Context: an optimization exercise on an open-source flow, tuned for small area. The choices shown serve that exercise and are no tape-out recipe.
The RTL was checked by simulation tests, not by an equivalence proof against the original design.
The flow treats the clock pin as an ideal source. Dropping or thinning the clock tree relies on that and would not hold on a real chip.
Power is estimated from default activity; no workload was simulated.

Setup of alpha:
## uart_core
module uart_core
#(
	parameter DATA_BITS=8
	,parameter BAUD_BITS=16
	,parameter ERR_BITS=2
	,parameter UART_ADDR_BITS=8
	,parameter UART_DATA_BITS=32
)
(
	input wire clk  
	,input wire nRst  
	,input wire [UART_ADDR_BITS-1:0] addrIn  
	,input wire [UART_DATA_BITS-1:0] dataIn  
	,output wire [UART_DATA_BITS-1:0] dataOut  
	,input wire wr  
	,input wire valid  
	,output wire ready  
	,output wire irq  
	,output reg uartTxLine  
	,input wire uartRxLine  
);
Size in the first run: ~520 cells after synthesis, roughly 80 I/O pins, about 4900 um2 of cells after synthesis.
==> flow/config.mk <==
export PLATFORM = sky130hd
export DESIGN_NAME = uart_core
export DESIGN_NICKNAME = uart_core
export VERILOG_FILES = /design/flow/design.v
export SDC_FILE = /design/flow/constraint.sdc
export NUM_CORES = 4
export LEC_CHECK = 0
export CAP_MARGIN = 0
export CORE_MARGIN = 2
export CORE_UTILIZATION = 60
export GPL_TIMING_DRIVEN = 0
export SLEW_MARGIN = 0
==> flow/constraint.sdc <==
create_clock -name core_clock -period 10.0 [get_ports {clk}]
set_input_delay 2.0000 -clock core_clock [delete_from_list [all_inputs] [get_ports {clk}]]
set_output_delay 2.0000 -clock core_clock [all_outputs]
set_load 0.01 [all_outputs]
standard.sh (not shown) runs the stock make flow with config.mk's settings and CLKGATE_MAP_FILE= SYNTH_SCRIPT=/design/flow/synth_recipe.tcl, a recipe that flattens the netlist after the stock synthesis.
==> flow/flow/run.sh <==
#!/bin/bash
# Own layout flow: the standard flow (standard.sh) with these changes:
#  1. after the standard synthesis, the combinational logic is re-mapped by
#     ABC for area (flow/remap.ys); every register keeps its instance, name
#     and cell type from the standard synthesis;
#  2. port buffers are sky130_fd_sc_hd__buf_1 instead of the default choice;
#  3. a small clock tree of its own in place of TritonCTS (flow/cts.tcl):
#     the clock port drives 4 clkbuf_16, each feeding a cluster of flip-flops;
#  4. constant outputs share the synthesis's tie cells (SKIP_REPAIR_TIE_FANOUT).
# Each tool's output goes to a log file in the work folder.
set -euo pipefail
W=$(pwd)
R=$W/orfs/results/$FLOW_PLATFORM/uart_core/base
LIB=$FLOW_HOME/platforms/$FLOW_PLATFORM/lib/sky130_fd_sc_hd__tt_025C_1v80.lib
YOSYS=${YOSYS_EXE:-$(command -v yosys || echo "$FLOW_HOME/../tools/install/yosys/bin/yosys")}
export BUFFER_PORTS_ARGS="-buffer_cell sky130_fd_sc_hd__buf_1"
export SKIP_REPAIR_TIE_FANOUT=1

bash standard.sh synth > "$W/flow_1_synth.log" 2>&1

cp "$R/1_2_yosys.v" "$W/1_2_yosys_standard.v"
MAP="strash;dch,-f;amap;strash;dch,-f;amap;strash;dch,-f;amap;topo"
SCRIPTS=(
  "$MAP"
  "rewrite,-z;refactor,-z;rewrite,-z;$MAP"
  "rewrite,-z;refactor,-z;resub,-z;rewrite,-z;$MAP"
  "rewrite,-z;refactor,-z;resub,-z;rewrite,-z;resub,-z;refactor,-z;rewrite,-z;$MAP"
  "rewrite,-z;refactor,-z;resub,-z;rewrite,-z;resub,-K,8,-N,2,-z;refactor,-z;resub,-K,10,-N,2,-z;rewrite,-z;$MAP"
  "rewrite,-z;refactor,-z;rewrite,-z;rewrite,-z;refactor,-z;rewrite,-z;$MAP"
  "dch,-f;if,-K,4;mfs2,-a;strash;rewrite,-z;refactor,-z;$MAP"
  "rewrite,-z;refactor,-z;resub,-z;rewrite,-z;&get,-n;&deepsyn,-J,300,-S,0;&put;$MAP"
  "rewrite,-z;refactor,-z;resub,-z;rewrite,-z;&get,-n;&deepsyn,-J,300,-S,1;&put;$MAP"
  "rewrite,-z;refactor,-z;resub,-z;rewrite,-z;&get,-n;&deepsyn,-J,300,-S,2;&put;$MAP"
  "rewrite,-z;refactor,-z;resub,-z;rewrite,-z;&get,-n;&deepsyn,-J,300,-S,3;&put;$MAP"
  "&get,-n;&deepsyn,-J,300,-S,0;&put;$MAP"
  "&get,-n;&deepsyn,-J,300,-S,1;&put;$MAP"
  "rewrite,-z;refactor,-z;resub,-z;rewrite,-z;&get,-n;&deepsyn,-J,300,-S,4;&put;$MAP"
  "rewrite,-z;refactor,-z;resub,-z;rewrite,-z;&get,-n;&deepsyn,-J,300,-S,5;&put;$MAP"
  "rewrite,-z;refactor,-z;resub,-z;rewrite,-z;&get,-n;&deepsyn,-J,600,-S,1;&put;$MAP"
  "rewrite,-z;refactor,-z;resub,-z;rewrite,-z;&get,-n;&deepsyn,-J,600,-S,2;&put;$MAP"
)
# each script is checked by ABC's own equivalence check (cec) against its input
best=""; bestArea=""
# the scripts run in parallel, NUM_CORES at a time
for i in "${!SCRIPTS[@]}"; do
  script="+strash;write_blif,$W/remap_in_$i.blif;${SCRIPTS[$i]};cec,$W/remap_in_$i.blif"
  sed -e "s#@LIB@#$LIB#g" -e "s#@IN@#$W/1_2_yosys_standard.v#" -e "s#@OUT@#$W/remap_$i.v#" \
    -e "s#@SCRIPT@#${script//&/\\&}#" "$W/flow/remap.ys" > "$W/remap_$i.ys"
  while (( $(jobs -rp | wc -l) >= ${NUM_CORES:-4} )); do sleep 1; done
  ( "$YOSYS" -s "$W/remap_$i.ys" > "$W/flow_2_remap_$i.log" 2>&1; echo $? > "$W/remap_$i.rc" ) &
done
wait
for i in "${!SCRIPTS[@]}"; do
  if [[ "$(cat "$W/remap_$i.rc")" == 0 ]] && [[ -s "$W/remap_$i.v" ]] \
    && grep -q "Networks are equivalent" "$W/flow_2_remap_$i.log" \
    && ! grep -qi "not equivalent" "$W/flow_2_remap_$i.log"; then
    a=$(python3 "$W/flow/area.py" "$LIB" "$W/remap_$i.v")
    echo "remap script $i: area $a" >> "$W/flow_2_remap.log"
    if [[ -z "$bestArea" ]] || python3 -c "import sys; sys.exit(0 if $a < $bestArea else 1)"; then
      best=$i; bestArea=$a
    fi
  fi
done
echo "kept remap script $best: area $bestArea" >> "$W/flow_2_remap.log"
[[ -n "$best" ]]
cp "$W/remap_$best.v" "$W/1_2_yosys_remap.v"
cp "$W/1_2_yosys_remap.v" "$R/1_2_yosys.v"
touch "$R/1_2_yosys.v"

bash standard.sh place > "$W/flow_3_place.log" 2>&1

MCTS_RESULTS="$R" MCTS_LIB="$LIB" MCTS_NBUF=4 MCTS_BUF=sky130_fd_sc_hd__clkbuf_16 MCTS_CLK=clk \
  openroad -no_init -exit "$W/flow/cts.tcl" > "$W/flow_4_cts.log" 2>&1
cp "$R/4_1_cts.odb" "$R/4_cts.odb"
touch "$R/4_cts.sdc"

bash standard.sh > "$W/flow_5_layout.log" 2>&1
Other scripts of this flow, unchanged in this note and not shown: flow/flow/area.py, flow/flow/cts.tcl, flow/flow/cts_manual.tcl, flow/flow/remap.ys
alpha ended with every stage complete and zero timing, DRC or antenna violations.
The following lists how beta was set up differently from alpha:
Settings: a change of CORE_UTILIZATION from 60 to 50.
diff --git a/flow/flow/run.sh b/flow/flow/run.sh
--- a/flow/flow/run.sh
+++ b/flow/flow/run.sh
@@ -31,10 +30,0 @@
-  "rewrite,-z;refactor,-z;resub,-z;rewrite,-z;&get,-n;&deepsyn,-J,300,-S,0;&put;$MAP"
-  "rewrite,-z;refactor,-z;resub,-z;rewrite,-z;&get,-n;&deepsyn,-J,300,-S,1;&put;$MAP"
-  "rewrite,-z;refactor,-z;resub,-z;rewrite,-z;&get,-n;&deepsyn,-J,300,-S,2;&put;$MAP"
-  "rewrite,-z;refactor,-z;resub,-z;rewrite,-z;&get,-n;&deepsyn,-J,300,-S,3;&put;$MAP"
-  "&get,-n;&deepsyn,-J,300,-S,0;&put;$MAP"
-  "&get,-n;&deepsyn,-J,300,-S,1;&put;$MAP"
-  "rewrite,-z;refactor,-z;resub,-z;rewrite,-z;&get,-n;&deepsyn,-J,300,-S,4;&put;$MAP"
-  "rewrite,-z;refactor,-z;resub,-z;rewrite,-z;&get,-n;&deepsyn,-J,300,-S,5;&put;$MAP"
-  "rewrite,-z;refactor,-z;resub,-z;rewrite,-z;&get,-n;&deepsyn,-J,600,-S,1;&put;$MAP"
-  "rewrite,-z;refactor,-z;resub,-z;rewrite,-z;&get,-n;&deepsyn,-J,600,-S,2;&put;$MAP"
@@ -44 +33,0 @@
-# the scripts run in parallel, NUM_CORES at a time
@@ -46 +34,0 @@
-  script="+strash;write_blif,$W/remap_in_$i.blif;${SCRIPTS[$i]};cec,$W/remap_in_$i.blif"
@@ -48,7 +36,3 @@
-    -e "s#@SCRIPT@#${script//&/\\&}#" "$W/flow/remap.ys" > "$W/remap_$i.ys"
-  while (( $(jobs -rp | wc -l) >= ${NUM_CORES:-4} )); do sleep 1; done
-  ( "$YOSYS" -s "$W/remap_$i.ys" > "$W/flow_2_remap_$i.log" 2>&1; echo $? > "$W/remap_$i.rc" ) &
-done
-wait
-for i in "${!SCRIPTS[@]}"; do
-  if [[ "$(cat "$W/remap_$i.rc")" == 0 ]] && [[ -s "$W/remap_$i.v" ]] \
+    -e "s#@SCRIPT@#+strash;write_blif,$W/remap_in_$i.blif;${SCRIPTS[$i]};cec,$W/remap_in_$i.blif#" \
+    "$W/flow/remap.ys" > "$W/remap_$i.ys"
+  if "$YOSYS" -s "$W/remap_$i.ys" > "$W/flow_2_remap_$i.log" 2>&1 && [[ -s "$W/remap_$i.v" ]] \
[summary]
- beta ends up with a combined area of all synthesized cells that is about 2.2% higher than in alpha.
- alpha → beta: post-synthesis instance total saw an increase; global-route usage saw a decrease; HPWL after detailed placement saw an increase; clock power share saw an increase.
- The setup slack of beta is smaller than that of alpha.
- The fraction of layout cells with a size suffix above 1 was comparable across beta and alpha.
[inputs] gamma vs beta
Settings: CORE_UTILIZATION now 80, was 50.
Notes after the runs:
Average detailed-routed wire length per instance of gamma exceeds that of beta by more than 10%.
Looking at routed wire length, gamma sits 13% above beta.
For beta, the endpoint of the worst setup timing path was osM2, unlike gamma, where it was txc[3].
Stage delay of the slowest cell on the critical path in gamma is 0.31 ns lower than in beta
gamma — arrival time of data at the critical path endpoint 0.48 ns higher, beta as reference
As far as synthesized net count goes, gamma and beta are indistinguishable; the numbers are identical.
Setup slack: gamma less than beta
## Diff of input files: delta against gamma
Settings: a change of CORE_UTILIZATION from 80 to 70.
Findings:
- Timing, DRC, antenna: 0 failures across delta and gamma
- On design area, delta does worse than gamma.
- The run showing the smaller global router's overall resource usage is delta.
- The clock network fraction of design power reported for delta is smaller than that of gamma by 0.5 points.
- On portion of total power attributed to combinational logic: between delta and gamma, it ends up lower for delta.
- delta has total power after layout below what gamma had.
- Measured against delta, the depth of the critical timing path with buffers and inverters included of gamma comes out at 1.05 times the reference value.
Modified inputs, epsilon compared to delta
Settings: CORE_UTILIZATION changed from 70 to 60.
diff --git a/flow/flow/run.sh b/flow/flow/run.sh
--- a/flow/flow/run.sh
+++ b/flow/flow/run.sh
@@ -30,0 +31,6 @@
+  "rewrite,-z;refactor,-z;resub,-z;rewrite,-z;&get,-n;&deepsyn,-J,300,-S,0;&put;$MAP"
+  "rewrite,-z;refactor,-z;resub,-z;rewrite,-z;&get,-n;&deepsyn,-J,300,-S,1;&put;$MAP"
+  "rewrite,-z;refactor,-z;resub,-z;rewrite,-z;&get,-n;&deepsyn,-J,300,-S,2;&put;$MAP"
+  "rewrite,-z;refactor,-z;resub,-z;rewrite,-z;&get,-n;&deepsyn,-J,300,-S,3;&put;$MAP"
+  "&get,-n;&deepsyn,-J,300,-S,0;&put;$MAP"
+  "&get,-n;&deepsyn,-J,300,-S,1;&put;$MAP"
@@ -33,0 +40 @@
+# the scripts run in parallel, NUM_CORES at a time
@@ -34,0 +42 @@
+  script="+strash;write_blif,$W/remap_in_$i.blif;${SCRIPTS[$i]};cec,$W/remap_in_$i.blif"
@@ -36,3 +44,7 @@
-    -e "s#@SCRIPT@#+strash;write_blif,$W/remap_in_$i.blif;${SCRIPTS[$i]};cec,$W/remap_in_$i.blif#" \
-    "$W/flow/remap.ys" > "$W/remap_$i.ys"
-  if "$YOSYS" -s "$W/remap_$i.ys" > "$W/flow_2_remap_$i.log" 2>&1 && [[ -s "$W/remap_$i.v" ]] \
+    -e "s#@SCRIPT@#${script//&/\\&}#" "$W/flow/remap.ys" > "$W/remap_$i.ys"
+  while (( $(jobs -rp | wc -l) >= ${NUM_CORES:-4} )); do sleep 1; done
+  ( "$YOSYS" -s "$W/remap_$i.ys" > "$W/flow_2_remap_$i.log" 2>&1; echo $? > "$W/remap_$i.rc" ) &
+done
+wait
+for i in "${!SCRIPTS[@]}"; do
+  if [[ "$(cat "$W/remap_$i.rc")" == 0 ]] && [[ -s "$W/remap_$i.v" ]] \
Results
Every stage of the flow completed for epsilon, and the final layout passed the timing, design-rule and antenna checks. When epsilon is measured against delta, its post-route minimum period turns out 0.54 ns lower. Diff delta -> epsilon: switching power total climbed about 70%, final area dropped 1.9%, slew at the pin closest to its max-slew limit climbed 0.089 ns, non-filler instance count after layout dropped 24. In the flow results for epsilon and delta, the number of tap cells inserted is larger on epsilon. Register share of total power: higher on delta. Share of post-route cells with drive strength above 1 in epsilon is 0.19 points above delta. Diff delta -> epsilon: global-route wire length before repair decreased by about 4.3% relative to the old numbers, total die area up 13%.
No run of this note takes its clock network from TritonCTS; it comes from the design's own scripts or RTL.

-- afterwards: timing with drivers on the ports --
The flow's constraints put no driver on any port. The routed layouts listed below were extracted and timed again, unchanged, in two steps. Step 1 assumes that a clkbuf_16 drives the clock port and a buf_2 every other input. Step 2 also shifts input and output timing later by t, the mid clock arrival at the registers, as if the neighbouring blocks saw the same clock. Three values: ideal, step 1, step 2; two values: the first two.
| run | t (ns) | setup WS [ns] | worst data-port slew with drivers (ns) | pins driven straight from the clock port |
|---|---|---|---|---|
| alpha | 0.250 | 4.865 / 4.865 / 4.865 | 0.04 | 4 |
| beta | 0.248 | 4.505 / 4.505 / 4.505 | 0.03 | 4 |
| gamma | 0.248 | 4.038 / 4.038 / 4.038 | 0.04 | 4 |
| delta | 0.246 | 4.326 / 4.326 / 4.326 | 0.04 | 4 |
| epsilon | 0.250 | 4.865 / 4.865 / 4.865 | 0.04 | 4 |
After both steps every run listed still meets setup and hold.
